From an optimization exercise on the open Yosys and OpenROAD flow, aimed at a short achievable clock period and few clock cycles; shortcuts taken in it are not production practice. Where RTL was checked, it was by simulation tests only, not by an equivalence proof against the original. Power is estimated from default activity; no workload was simulated.

raven:
## TopLevel
module TopLevel(
	input Reset,    
          Clk,	    
	output logic Ack,	    
	output [9:0] InstAddr,
	input  [8:0] InstData,
	output [7:0] DataAddr,
	output [7:0] DataWrite,
	output       DataWriteEn,
	input  [7:0] DataRead
);
make LEC_CHECK=0 ABC_CLOCK_PERIOD_IN_PS=2000 CAP_MARGIN=20 CORE_MARGIN=2 CORE_UTILIZATION=40 SETUP_SLACK_MARGIN=2.0 SLEW_MARGIN=20 TNS_END_PERCENT=100 finish   # period 4.2 ns
run.sh (not shown) runs the stock make flow with config.mk's settings and CLKGATE_MAP_FILE= SYNTH_SCRIPT=/design/flow/synth_recipe.tcl, a recipe that flattens the netlist after the stock synthesis.
Testbench counts of raven, summed over its fixed seeds: cycles 65,439.
## Diff of input files: juniper against raven
--- a/flow/config.mk
+++ b/flow/config.mk
@@ -10,5 +10,5 @@
 export CORE_MARGIN = 2
 export CORE_UTILIZATION = 40
-export SETUP_SLACK_MARGIN = 2.0
+export SETUP_SLACK_MARGIN = 2.3
 export SLEW_MARGIN = 20
 export TNS_END_PERCENT = 100
Results
juniper completed end to end with timing, DRC and antenna clean. juniper against raven; overall via count from detail_route is up by a few percent. Power share of the sequential group in juniper vs raven: down 2.0 points. For raven, the capture point of the critical path was pc[9]$_SDFF_PP0_, unlike juniper, where it was kill$_SDFF_PP0_. Changes observed in juniper relative to raven: critical path depth now sits lower, number of global-route vias before repair now sits higher.

Another version of the RTL of TopLevel (not shown whole).
Size: ~2700 cells after synthesis, ~620 flip-flops, ~47 I/O pins.
clock: 4.2 ns
lec_check: 0
abc_clock_period_in_ps: 2000
cap_margin: 20
core_margin: 2
core_utilization: 40
setup_slack_margin: 2.0
slew_margin: 20
tns_end_percent: 100
Testbench counts at the start, summed over its fixed seeds: cycles 61,019.
Then changed:
- CORE_UTILIZATION: 40 -> 60
- PLACE_DENSITY: default -> 0.75
- SETUP_SLACK_MARGIN: 2.0 -> 2.3
The new run went through all stages and came out clean.
Setup slack gets worse by 0.16 ns.
Wire length rises by 13%.
Worst hold slack improves by 0.0054 ns.
Final cell count goes down by 5.1%.
Sequential power barely changes.
First-iteration DRC count rose by about 80%.
Cell area rises by about 6%.
Sequential cell count is unchanged.
Then changed:
- CORE_UTILIZATION: 60 -> 40
- PLACE_DENSITY: 0.75 -> 0.8
- SETUP_SLACK_MARGIN: 2.3 -> 2.0
Effect:
- critical path depth came out lower by 5
- count of clock-buffer cells in the layout fell by 13
- design area drops by 6.3%

TopLevel, a different RTL version from the one above (not shown whole).
Size in the first run: roughly 840 cells after synthesis, ~140 flip-flops, about 47 I/O pins.
Design TopLevel, start of the top module:
module TopLevel(
	input Reset,    
          Clk,	    
	output logic Ack,	    
	output [9:0] InstAddr,
	input  [8:0] InstData,
	output [7:0] DataAddr,
	output [7:0] DataWrite,
	output       DataWriteEn,
	input  [7:0] DataRead
);
==> flow/config.mk <==
export PLATFORM = sky130hd
export DESIGN_NAME = TopLevel
export DESIGN_NICKNAME = TopLevel
export VERILOG_FILES = /design/flow/design.v
export SDC_FILE = /design/flow/constraint.sdc
export NUM_CORES = 4
export LEC_CHECK = 0
export ABC_CLOCK_PERIOD_IN_PS = 1000
export CAP_MARGIN = 20
export CORE_MARGIN = 2
export CORE_UTILIZATION = 40
export SETUP_SLACK_MARGIN = 3.0
export SLEW_MARGIN = 20
==> flow/constraint.sdc <==
create_clock -name core_clock -period 4.2 [get_ports {Clk}]
set_input_delay 0.8400 -clock core_clock [delete_from_list [all_inputs] [get_ports {Clk}]]
set_output_delay 0.8400 -clock core_clock [all_outputs]
set_load 0.01 [all_outputs]
Change:
--- a/flow/config.mk
+++ b/flow/config.mk
@@ -8 +8 @@
-export ABC_CLOCK_PERIOD_IN_PS = 1000
+export ABC_CLOCK_PERIOD_IN_PS = 1500
@@ -12 +12 @@
-export SETUP_SLACK_MARGIN = 3.0
+export SETUP_SLACK_MARGIN = 2.6
Effect: Clock power goes down by about 10%. Cell count goes down by 2.7%. Utilization goes down by 4.3 points. Worst setup slack improved by 19 ps. Maximum frequency goes up by 0.77%.
No run of this note included a check of the RTL's function; only the layout flow was run.

Setup of alpha:
Another version of the RTL of TopLevel (not shown whole).
For scale: about 860 cells after synthesis, about 150 flip-flops, roughly 47 I/O pins, roughly 7900 µm² of cells after synthesis.
clock: 4.2 ns
lec_check: 0
abc_clock_period_in_ps: 2000
cap_margin: 20
core_margin: 2
core_utilization: 40
setup_slack_margin: 2.3
slew_margin: 20
tns_end_percent: 100
Here is what was changed in the inputs of beta compared with alpha.
diff --git a/flow/config.mk b/flow/config.mk
--- a/flow/config.mk
+++ b/flow/config.mk
@@ -7,3 +7,3 @@
 export LEC_CHECK = 0
-export ABC_CLOCK_PERIOD_IN_PS = 2000
+export ABC_CLOCK_PERIOD_IN_PS = 1500
 export CAP_MARGIN = 20
@@ -11,4 +11,3 @@
 export CORE_UTILIZATION = 40
-export SETUP_SLACK_MARGIN = 2.3
+export SETUP_SLACK_MARGIN = 2.6
 export SLEW_MARGIN = 20
-export TNS_END_PERCENT = 100
--- outcome ---
- For beta and alpha, there was not a single run that failed to finish clean.
- Area after detailed placement (lower): alpha
- beta gives less total of fill cells in the finished design than alpha did.
- Between beta and alpha, the post-route minimum period is lower for alpha.
- The utilization was comparable across beta and alpha.
No run of this note included a check of the RTL's function; only the layout flow was run.

RTL: one of the versions met above, not the one the previous note started from.
Size: about 2,700 cells after synthesis, roughly 47 I/O pins, about 31,000 um^2 of cells after synthesis.
clock: 4.2 ns
lec_check: 0
abc_clock_period_in_ps: 2000
cap_margin: 20
core_margin: 2
core_utilization: 40
setup_slack_margin: 2.3
slew_margin: 20
tns_end_percent: 100
Testbench counts at the start, summed over its fixed seeds: cycles 61,019.
Change:
--- a/flow/config.mk
+++ b/flow/config.mk
@@ -12 +12,2 @@
-export SETUP_SLACK_MARGIN = 2.3
+export GPL_ROUTABILITY_DRIVEN = 0
+export SETUP_SLACK_MARGIN = 2.0
=>
- The changed run finished clean
- power drops by 2.9%
- non-clock buffer count decreases by 197
- die area does not change
- setup slack improves by 0.10 ns
- global-route usage falls by 2.1 points
- clock skew shrinks by 0.0034 ns

TopLevel, a different RTL version from the one above (not shown whole).
Size: roughly 7300 um2 of cells after synthesis.
==> flow/design.v (excerpt) <==
module TopLevel(
	input Reset,    
          Clk,	    
	output logic Ack,	    
	output [9:0] InstAddr,
	input  [8:0] InstData,
	output [7:0] DataAddr,
	output [7:0] DataWrite,
	output       DataWriteEn,
	input  [7:0] DataRead
);
Settings: LEC_CHECK=0, ABC_CLOCK_PERIOD_IN_PS=2000, CAP_MARGIN=20, CORE_MARGIN=2, CORE_UTILIZATION=40, SETUP_SLACK_MARGIN=2.2, SLEW_MARGIN=20; clock period 4.2 ns.
Testbench counts at the start, summed over its fixed seeds: cycles 71,357.
Change:
--- a/flow/config.mk
+++ b/flow/config.mk
@@ -8 +7,0 @@
-export ABC_CLOCK_PERIOD_IN_PS = 2000
@@ -12 +10,0 @@
-export SETUP_SLACK_MARGIN = 2.2
Via count fell by 9.1%.
Synthesized area is unchanged.
Design area decreases by 20%.
Setup slack is worse by 450 ps.
Cell count falls by 7.6%.
Core utilization fell by 12 points.
Wire length decreases by 17%.
Clock skew hardly moves.
Sequential cell count is unchanged.
Power fell by 15%.
Change:
--- a/flow/config.mk
+++ b/flow/config.mk
@@ -7,0 +8 @@
+export ABC_CLOCK_PERIOD_IN_PS = 1500
@@ -10,0 +12 @@
+export SETUP_SLACK_MARGIN = 2.6
What happened:
- clock power climbs by a few percent
- fmax came out higher by roughly a tenth
- clock-buffer cell count rises by 3
- via count came out higher by roughly a tenth
- clock skew stays flat
- combinational power grows by well over a third
- non-clock buffer count increases by 77
- wire length rises by about a fifth

exp/willow:
Another version of the RTL of TopLevel (not shown whole).
Size in the first run: ~47 I/O pins.
==> flow/design.v (excerpt) <==
module TopLevel(
	input Reset,    
          Clk,	    
	output logic Ack,	    
	output [9:0] InstAddr,
	input  [8:0] InstData,
	output [7:0] DataAddr,
	output [7:0] DataWrite,
	output       DataWriteEn,
	input  [7:0] DataRead
);
export LEC_CHECK = 0
export ABC_CLOCK_PERIOD_IN_PS = 2000
export CAP_MARGIN = 20
export CORE_MARGIN = 2
export CORE_UTILIZATION = 40
export SETUP_SLACK_MARGIN = 2.3
export SLEW_MARGIN = 20
export TNS_END_PERCENT = 100
create_clock -name core_clock -period 4.2 [get_ports {Clk}]
standard.sh (not shown) runs the stock make flow with config.mk's settings and CLKGATE_MAP_FILE= SYNTH_SCRIPT=/design/flow/synth_recipe.tcl, a recipe that flattens the netlist after the stock synthesis.
==> flow/flow/run.sh <==
#!/bin/bash
# Standard layout, run through the standard.sh; output logged here.
bash standard.sh > standard.log 2>&1
Testbench counts of exp/willow, summed over its fixed seeds: cycles 71,357.
What exp/sierra does differently from exp/willow at the input level:
==> flow/run.sh (new file) <==
#!/bin/bash
# synth_recipe.tcl (not shown) runs the flow's synth.tcl, then flattens the netlist and writes it again
# the make line also repeats each setting of config.mk as NAME=value (left out here)
make -C /OpenROAD-flow-scripts/flow DESIGN_CONFIG=/design/flow/config.mk WORK_HOME=/design/flow/orfs CLKGATE_MAP_FILE= SYNTH_SCRIPT=/design/flow/synth_recipe.tcl finish
removed: flow/flow/run.sh
removed: flow/standard.sh
- Detailed route wirelength on metal2: exp/sierra vs exp/willow, no meaningful difference
- For number of instances resized during post-cts repair, exp/willow and exp/sierra come out practically identical.
- There was hardly any difference in clock transition at the register clock pins on the worst setup and hold paths after CTS between exp/sierra and exp/willow.
- Diff exp/willow..exp/sierra | power | unchanged
- Comparing exp/willow against exp/sierra, there is no change at all in vias after detailed routing.
- exp/sierra -> exp/willow: remaining max-slew budget at the tightest pin delta 0, exact match
- Between exp/willow and exp/sierra, the difference in relative contribution of combinational cells to total power is negligible.
- Re area fraction in and, or, nand and nor cells after synthesis: no difference whatsoever between exp/sierra and exp/willow.
- As far as share of async-settable or async-resettable flops after synthesis is concerned, exp/willow and exp/sierra perform about the same.

re-timing with driven ports:
In the flow no input, the clock included, has a driving cell. The finished layouts below were timed again as built, in two steps.
Step 1 sets driving cells, clkbuf_16 on the clock port and buf_2 on the other inputs (assumed; they add their load-dependent delay and slew).
Step 2 adds t to the input delays and takes it off the output delays; t is the mean of the earliest and latest rising clock arrival at the registers after step 1. Input paths then give back, and output paths get back, about the clock's delay inside the block.
Three values: ideal, step 1, step 2; two values: the first two.
run	t, ns	slack for setup (ns)	worst setup path at the end	worst register clock-pin slew, ns	worst slew at a driven data input, ns
raven	0.657	1.837 / 1.837 / 1.231	input to register	0.07 / 0.07	0.08
juniper	0.661	1.903 / 1.888 / 1.275	input to register	0.07 / 0.07	0.14
the first run of note 2	0.674	1.803 / 1.800 / 1.209	input to register	0.06 / 0.06	0.08
the second run of note 2	0.663	1.646 / 1.646 / 1.032	input to register	0.08 / 0.08	0.13
the third run of note 2	0.712	1.753 / 1.753 / 1.121	input to register	0.08 / 0.08	0.10
the first run of note 3	0.475	1.724 / 1.724 / 1.318	input to register	0.06 / 0.06	0.22
the second run of note 3	0.465	1.743 / 1.743 / 1.342	input to register	0.06 / 0.06	0.14
alpha	0.469	1.749 / 1.749 / 1.457	input to register	0.06 / 0.06	0.06
beta	0.474	1.724 / 1.724 / 1.492	input to register	0.07 / 0.07	0.22
the first run of note 5	0.689	1.703 / 1.703 / 1.157	input to register	0.07 / 0.07	0.09
the second run of note 5	0.680	1.807 / 1.807 / 1.236	input to register	0.07 / 0.07	0.05
the first run of note 6	0.471	0.868 / 0.868 / 0.635	input to register	0.06 / 0.06	0.06
the second run of note 6	0.457	0.421 / 0.421 / 0.257	input to register	0.06 / 0.06	0.04
the third run of note 6	0.464	0.884 / 0.884 / 0.786	input to register	0.06 / 0.06	0.07
exp/willow	0.477	1.882 / 1.882 / 1.454	input to register	0.07 / 0.07	0.05
exp/sierra	0.477	1.882 / 1.882 / 1.454	input to register	0.07 / 0.07	0.05
After both steps every run listed still meets setup and hold. The setup slack of the third run of note 2, which loses most, moves by 0.000 ns with the drivers and by -0.632 ns with both steps.
